Context: an optimization exercise on an open-source flow, tuned for small area, a short achievable clock period and few clock cycles per item. The choices shown serve that exercise and are no tape-out recipe. Function was checked by simulation only, so behaviour that the tests miss may differ from the original.

==> design/flow/design.v <==
module  ALU #(parameter FIXED_POINT =16)
(
input   wire      [FIXED_POINT-1:0]    OPERAND_A  ,
input   wire      [FIXED_POINT-1:0]    OPERAND_B  ,
input   wire                           ADD_SUB    ,
output  reg      [FIXED_POINT-1:0]    ALU_OUT  
);
always @(*)
begin
  if(ADD_SUB)
    ALU_OUT=OPERAND_A-OPERAND_B;
  else
    ALU_OUT=OPERAND_A+OPERAND_B;
end
endmodule
module  mux # (parameter FIXED_POINT=16)
  (
    input     wire          [FIXED_POINT-1:0]     in1       ,
    input     wire          [FIXED_POINT-1:0]     in2       ,
    input     wire                                selection ,
    output    wire           [FIXED_POINT-1:0]     output_mux
  );
  assign output_mux = selection?  in2:in1;
endmodule
module  Register  #(parameter FIXED_POINT =16  )
  (
  input     wire                      clk           ,
  input     wire                      rst           ,
  input     wire  [FIXED_POINT-1:0]   input_data    ,
  input     wire                      enable        ,
  output    reg   [FIXED_POINT-1:0]   output_data             
  );
  always@(posedge clk or negedge rst)
  begin
    if(!rst)
      begin
        output_data <=  'b0;
      end
    else
      begin
        if(enable)
        output_data <=  input_data; 
        else
          output_data <=  output_data;
      end
  end
endmodule
module  Shift_Reg #(parameter FIXED_POINT =16)
  (
  input     wire  signed  [FIXED_POINT-1:0]    input_data ,
  input     wire    [3:0]                shift_value,
  output    wire    [FIXED_POINT-1:0]      output_shift
  );
  assign  output_shift  = (input_data >>> shift_value);
endmodule
module  atan  #(parameter FIXED_POINT  =17 , 
                          DEPTH_ITERATION =15)
(
 input      wire     [3:0]               address ,         
 output     wire     [FIXED_POINT-1:0]   output_rom
);
  wire [FIXED_POINT-1:0] Arc_Tan_Table [DEPTH_ITERATION-1:0];
    assign     Arc_Tan_Table[0] = 'b01100100100010000;   
    assign     Arc_Tan_Table[1] = 'b00111011010110010;
    assign     Arc_Tan_Table[2] = 'b00011111010110111;
    assign     Arc_Tan_Table[3] = 'b00001111111010110;
    assign     Arc_Tan_Table[4] = 'b00000111111111011;
    assign     Arc_Tan_Table[5] = 'b00000011111111111;
    assign     Arc_Tan_Table[6] = 'b00000010000000000;
    assign     Arc_Tan_Table[7] = 'b00000001000000000;
    assign     Arc_Tan_Table[8] = 'b00000000100000000;
    assign     Arc_Tan_Table[9] = 'b00000000010000000;
    assign     Arc_Tan_Table[10] = 'b00000000001000000;
    assign     Arc_Tan_Table[11] = 'b00000000000100000;
    assign     Arc_Tan_Table[12] = 'b00000000000010000;
    assign     Arc_Tan_Table[13] = 'b00000000000001000;
    assign     Arc_Tan_Table[14] = 'b00000000000000100;
    assign  output_rom  = Arc_Tan_Table [address]; 
endmodule
module  Cordic  #(parameter FIXED_POINT =14)
(
input             wire                        clk         ,
input             wire                        rst         ,
input       wire signed   [16:0]   theta_rad   ,
input       wire signed   [FIXED_POINT-1:0]   data_in_x   ,
input       wire signed   [FIXED_POINT-1:0]   data_in_y   ,
input             wire                        enable_in   ,
input             wire                        load_data   ,
input             wire    [3:0]               Shift_value ,
output      wire signed   [FIXED_POINT-1:0]   data_out_x  ,
output      wire signed   [FIXED_POINT-1:0]   data_out_y  
);
  wire signed  [16:0]   z;
  wire  signed [16:0]             tan_internal;
  wire  signed [16:0]             tan_alu;
  wire  signed [16:0]             tan_reg;
  wire  signed [FIXED_POINT-1:0]  x_internal;
  wire  signed [FIXED_POINT-1:0]  x_outreg;
  wire  signed [FIXED_POINT-1:0]  x_outshift;
  wire  signed [FIXED_POINT-1:0]  y_internal;   
  wire  signed [FIXED_POINT-1:0]  y_outreg;  
  wire  signed [FIXED_POINT-1:0]  y_outshift;  
atan  #(.FIXED_POINT(17) ,.DEPTH_ITERATION (15))  U0_atan
(
 .address(Shift_value),         
 .output_rom(z)
);
mux # ( .FIXED_POINT(17))  U0_MUX_tan
  (
    .in1       (theta_rad),
    .in2       (tan_alu),
    .selection (load_data),
    .output_mux (tan_internal)
  );
  Register  #( .FIXED_POINT(17)) U0_REG_tan
  (
  .clk         (clk)  ,
  .rst         (rst)  ,
  .input_data  (tan_internal)  ,
  .enable (enable_in),
  .output_data (tan_reg)            
  );
  ALU #(.FIXED_POINT (17)) U0_ALU_tan
(
.OPERAND_A  (tan_reg),
.OPERAND_B  (z),
.ADD_SUB    (~tan_reg[16]),
.ALU_OUT    (tan_alu)
);
mux # ( .FIXED_POINT(FIXED_POINT))  U0_MUX_X
(
  .in1       (data_in_x),
  .in2       (data_out_x),
  .selection (load_data),
  .output_mux (x_internal)
);
Register  #( .FIXED_POINT(FIXED_POINT)) U0_REG_X
(
  .clk         (clk)  ,
  .rst         (rst)  ,
  .input_data  (x_internal)  ,
  .enable (enable_in),
  .output_data (x_outreg)            
);  
Shift_Reg #(.FIXED_POINT (FIXED_POINT)) U0_ShiftReg_x
(
  .input_data (x_outreg),
  .shift_value(Shift_value),
  .output_shift(x_outshift)
);
ALU #(.FIXED_POINT (FIXED_POINT)) U0_ALU_X
(
  .OPERAND_A  (x_outreg),
  .OPERAND_B  (y_outshift),
  .ADD_SUB    (~tan_reg[16]),
  .ALU_OUT    (data_out_x)
);
  mux # ( .FIXED_POINT(FIXED_POINT))  U0_MUX_y
  (
    .in1       (data_in_y),
    .in2       (data_out_y),
    .selection (load_data),
    .output_mux (y_internal)
  );
Register  #( .FIXED_POINT(FIXED_POINT)) U0_REG_y
  (
  .clk         (clk)  ,
  .rst         (rst)  ,
  .input_data  (y_internal)  ,
  .enable (enable_in),
  .output_data (y_outreg)            
  );
  Shift_Reg #(.FIXED_POINT (FIXED_POINT)) U0_ShiftReg_y
  (
  .input_data (y_outreg),
  .shift_value(Shift_value),
  .output_shift(y_outshift)
  );
  ALU #(.FIXED_POINT (FIXED_POINT)) U0_ALU_y
(
.OPERAND_A  (y_outreg),
.OPERAND_B  (x_outshift),
.ADD_SUB    (tan_reg[16]),
.ALU_OUT    (data_out_y)
);
endmodule
module cordic_rotator (
  input  wire               clk,
  input  wire               rst_n,
  input  wire               in_valid,
  output wire               in_ready,
  input  wire signed [13:0] in_x,
  input  wire signed [13:0] in_y,
  input  wire signed [16:0] in_theta,
  output wire               out_valid,
  input  wire               out_ready,
  output wire signed [13:0] out_x,
  output wire signed [13:0] out_y
);
  localparam [1:0] S_IDLE = 2'd0,
                   S_ITER = 2'd1,
                   S_OUT  = 2'd2;
  reg [1:0] state;
  reg [3:0] cnt;
  wire load_data = (state != S_IDLE);
  wire enable_in = (state == S_IDLE) ? in_valid :
                   (state == S_ITER);
  always @(posedge clk or negedge rst_n)
  begin
    if (!rst_n)
      begin
        state <= S_IDLE;
        cnt   <= 4'd0;
      end
    else
      begin
        case (state)
          S_IDLE:
            if (in_valid)
              begin
                state <= S_ITER;
                cnt   <= 4'd0;
              end
          S_ITER:
            begin
              cnt <= cnt + 4'd1;
              if (cnt == 4'd13)
                state <= S_OUT;
            end
          S_OUT:
            if (out_ready)
              begin
                state <= S_IDLE;
                cnt   <= 4'd0;
              end
          default:
            state <= S_IDLE;
        endcase
      end
  end
  assign in_ready  = (state == S_IDLE);
  assign out_valid = (state == S_OUT);
  Cordic #(.FIXED_POINT(14)) U0_Cordic
  (
    .clk         (clk),
    .rst         (rst_n),
    .theta_rad   (in_theta),
    .data_in_x   (in_x),
    .data_in_y   (in_y),
    .enable_in   (enable_in),
    .load_data   (load_data),
    .Shift_value (cnt),
    .data_out_x  (out_x),
    .data_out_y  (out_y)
  );
endmodule
==> design/flow/run.sh <==
#!/bin/bash
# synth_recipe.tcl (not shown) runs the flow's synth.tcl, then flattens the netlist and writes it again
# the make line also repeats each setting of config.mk as NAME=value (left out here)
make -C /OpenROAD-flow-scripts/flow DESIGN_CONFIG=/design/flow/config.mk WORK_HOME=/design/flow/orfs CLKGATE_MAP_FILE= SYNTH_SCRIPT=/design/flow/synth_recipe.tcl finish
==> design/flow/config.mk <==
export PLATFORM = sky130hd
export DESIGN_NAME = cordic_rotator
export DESIGN_NICKNAME = cordic_rotator
export VERILOG_FILES = /design/flow/design.v
export SDC_FILE = /design/flow/constraint.sdc
export NUM_CORES = 4
export LEC_CHECK = 0
export CAP_MARGIN = 20
export CORE_MARGIN = 2
export CORE_UTILIZATION = 40
export PLACE_DENSITY = 0.6
export SLEW_MARGIN = 20
==> design/flow/constraint.sdc <==
create_clock -name core_clock -period 6.5 [get_ports {clk}]
set_input_delay 1.3000 -clock core_clock [delete_from_list [all_inputs] [get_ports {clk}]]
set_output_delay 1.3000 -clock core_clock [all_outputs]
set_load 0.01 [all_outputs]
==> impl_results.md <==
- Area after DPL: 7500 um^2
- Hold path start: U0_Cordic.U0_REG_tan.output_data[0]$_DFFE_PN0P_
- Max Clock Skew: 0.00920 ns
- Slowest stage delay, CP: 0.57 ns
- Post-Route WL: 20.9 mm
- Die Y: roughly 130 um
- Antenna Nets Post-Route: 0
- Status: timing/DRC/antenna clean
- Unrepaired setup endpoints after global routing: no
- Total GRT Usage: 24.8%
- WL per Instance: 19.6 um
- Routed via count: 6397
- Worst path slowest cell: clkdlybuf4s50_1
- DRC viols: 0
- Global-route wire length before repair: 32.9 mm
- Fin area: roughly 7800 um^2
- Worst-Skew Late Latency: 0.31 ns
- Worst reg2reg startpoint: cnt[1]$_DFFE_PN0P_
- Die W: 131 um
- Reg-to-Reg End: U0_Cordic.U0_REG_tan.output_data[14]$_DFFE_PN0P_
- TritonCTS clock tree: built
- DRT iter0 DRCs: between 400 and 500
- Cell taking the most area after synthesis: dfrtp_1
- Slew HR: around 46%
- Final global-route overflow total: 0
- Max Freq: 0.158 GHz
- Synth async-reset ratio: 100%
- Core area: between 15000 and 20000 um^2
- Setup TNS: 0 ns
- Post-Syn Nets: 889
- CP Launch Type: register
- Hpwl dp: ~16 mm
- Dominant synthesized flop cell: dfrtp_1
- Worst Hold Endpoint: U0_Cordic.U0_REG_tan.output_data[0]$_DFFE_PN0P_
- Number of global-route vias before repair: 6301
- Hold Worst Slack: roughly 0.5 ns
- Worst Tran Pin Value: just under 0.8 ns
- Tcrit/Tclk final: 97.4%
- Clock Tree Buf Depth: 2
- Largest net degree at the start of global routing: 52
- WP buf/inv: 2
- Clk root buf: clkbuf_16
- FF-to-FF setup slack: 1.36 ns
- Crit end category: primary output
- Total CTS buffers: 5
- Worst reg2reg path depth: 19
- Cells after Synth: 786
- RD Place Congestion: 0.965
- CP delay by family, top: compound AO/OA/AOI/OAI gates
- Count of input and output buffers: 78
- CTS HTree Levels: 2
- Final hold violation count: 0
- Effective utilization at floorplan: 40.8%
- Post-synth EDFFs: 0
- Unique masters post-synth: 68
- Worst Path Max Fanout: 18
- Yosys reg bits: 51
- Hold Path Depth: 2
- Req. time, crit path: roughly 5.2 ns
- Row cnt: 46
- Area fraction of the dominant cell type after synthesis: 19.8%
- First-pass DRT Iterations: 5
- Crit-path cells: buf_12, mux4_2, mux4_2, a2111o_1, o41ai_1, xor2_1, ha_1, and3_1, o211ai_1, a31oi_1, a31oi_1, o21ai_0, xnor2_1, clkdlybuf4s50_1
- Ports: 79
- Max Cap Viol: 0
- Vias per cell: between 5 and 6
- Fillers: 1533
- Setup ws final: 0.171 ns
- Clk slew on worst S/H paths: 0.08 ns
- Crit path kind: register to primary output
- Min-delay worst type: register to register
- Layout cell share with drive strength beyond 1: about a tenth
- Setup violators final: 0
- YS warnings: 6
- Minimum clock period: 6.33 ns
- Initial antenna violation count: 0
- Crit path DAT: slightly above 5 ns
- Nets: 954
- Leading post-synthesis cells by cell area: dfrtp_1, ha_1, mux4_2
- Syn_area_per_cell: 8.22 um^2
- Number of diodes: 0
- Cell area after synthesis: 6460 um^2
- # clock sinks: 51
- Sequential-to-total area share from yosys stat: 19.8%
- Synthesis-to-finish area growth: 20.2%
- Worst slack, placed: 0.267 ns
- Total Die Area: 17200 um^2
- Max-slew violations: 0
cell families after synthesis:
logic type / after synthesis / share of synthesized area (%)
AO/OA/AOI/OAI: 267 / 27.0
buffers and inverters: 83 / 5.19
flip-flops: 51 / 19.8
multiplexers: 39 / 10.7
XOR/XNOR: 74 / 10.0
adder cells (fa/ha/maj): 54 / 10.8
AND/OR/NAND/NOR: 218 / 16.5
Yosys cell counts (4+ instances only):
master / number
a211oi_1: 5
a21o_1: 14
a21oi_1: 71
a22oi_1: 11
a31oi_1: 24
a32oi_1: 5
a41oi_1: 7
and2_1: 11
and3_1: 21
buf_1: 7
buf_2: 4
clkbuf_1: 36
dfrtp_1: 51
ha_1: 51
inv_1: 30
mux2_2: 4
mux2i_1: 12
mux4_2: 21
nand2_1: 63
nand2b_1: 7
nand3_1: 10
nand3b_1: 6
nor2_1: 62
nor2b_1: 9
nor3_1: 11
nor3b_1: 4
o21a_1: 11
o21ai_0: 55
o21bai_1: 7
o221ai_1: 4
o22a_1: 11
o22ai_1: 7
or2_2: 5
xnor2_1: 48
xor2_1: 26
routing by layer:
layer	wire (um)	vias up	share of wire, %	GRT usage (%)
li1	-	3038	-	-
met5	0	-	0	0
met4	416	0	2.0	7.38
met3	1100	29	5.3	3.73
met2	10300	187	49	42.8
met1	9090	3143	43	32.3
flip-flops by register name, summed over array words and instances (netlist names):
register / flops
U0_Cordic.U0_REG_tan.output_data: 17
U0_Cordic.U0_REG_X.output_data: 14
U0_Cordic.U0_REG_y.output_data: 14
cnt: 4
state: 2
cells in the final DEF, fill, tap and decap left out, drive strengths merged, types with 8 or more instances in the layout:
cell type / instances
a21o: 14
a21oi: 71
a22oi: 11
a31oi: 24
a41oi: 8
and2: 11
and3: 21
buf: 33
clkdlybuf4s50: 73
dfrtp: 51
ha: 51
inv: 33
mux2i: 12
mux4: 23
nand2: 63
nand3: 10
nor2: 62
nor2b: 9
nor3: 11
o21a: 11
o21ai: 56
o22a: 11
xnor2: 48
xor2: 26
worst min-delay path, delay by kind of cell, from the launching register on:
| kind | cells | cell delay, ns |
|---|---|---|
| compound gates | 1 | 0.06 |
| flops | 1 | 0.36 |
| simple gates | 1 | 0.05 |
worst max path at each step:
stage                       startpoint   endpoint  slack [ns]  cells after the start
floorplan           cnt[1]$_DFFE_PN0P_  out_x[12]        1.10                     17
global placement    cnt[0]$_DFFE_PN0P_  out_x[12]        0.39                     16
detailed placement  cnt[0]$_DFFE_PN0P_  out_x[13]        0.27                     16
CTS                 cnt[1]$_DFFE_PN0P_  out_y[13]     0.00003                     14
global route        cnt[0]$_DFFE_PN0P_  out_y[13]       0.001                     14
finish              cnt[0]$_DFFE_PN0P_  out_y[13]        0.17                     14
final cells by class:
| class | count | area [um^2] | share of cell area, % |
|---|---|---|---|
| clock inverter | 3 | 26.3 | 0.338 |
| inverter | 32 | 120 | 1.55 |
| timing repair buffer | 109 | 1040 | 13.3 |
| tap | 216 | 270 | 3.48 |
| sequential | 51 | 1280 | 16.5 |
| multi-input combinational | 652 | 4910 | 63.2 |
| clock buffer | 5 | 125 | 1.61 |
what timing repair did:
| action | 4_1_cts | 5_1_grt |
|---|---|---|
| pin swaps | 0 | 1 |
| hold endpoints to repair | 0 | 0 |
| gates cloned | 0 | 0 |
| hold buffers | 0 | 0 |
| gates resized for setup | 2 | 11 |
| setup endpoints to repair | 4 | 8 |
| buffers inserted | 0 | 6 |
stage by stage:
stage | util, % | instances
detailed placement | 47.4 | 1054
finish | 49.0 | 1068
global placement | 47.4 | 1054
floorplan | - | 786
global route | 49.0 | 1068
CTS | 48.4 | 1062
Testbench counts, summed over its fixed seeds: cycles 25,600, items 1,600.

## separate check: timing with driven ports
How much do the figures lean on ideal ports? The routed layout below was timed once more, with nothing changed but the port constraints. Step 1 (the two cells are an assumption about what drives the block):
set clk [get_ports {clk}]
set_driving_cell -lib_cell sky130_fd_sc_hd__clkbuf_16 $clk
set_driving_cell -lib_cell sky130_fd_sc_hd__buf_2 [delete_from_list [all_inputs] $clk]
Step 2, shift: input delay + t, output delay - t, t = (earliest + latest rising clock arrival at the registers) / 2. This alone moves slack from input paths to output paths. Three values: ideal, step 1, step 2; two values: the first two.
t, ns: 0.353
setup WS [ns]: 0.171 / 0.126 / 0.479
worst setup path at the end: register to output
clock arrival spread, ns: 0.010 / 0.010
worst slew at a driven data input, ns: 0.04
After both steps setup and hold are still met in this run. The setup slack of this run moves by -0.045 ns with the drivers and by +0.308 ns with both steps.
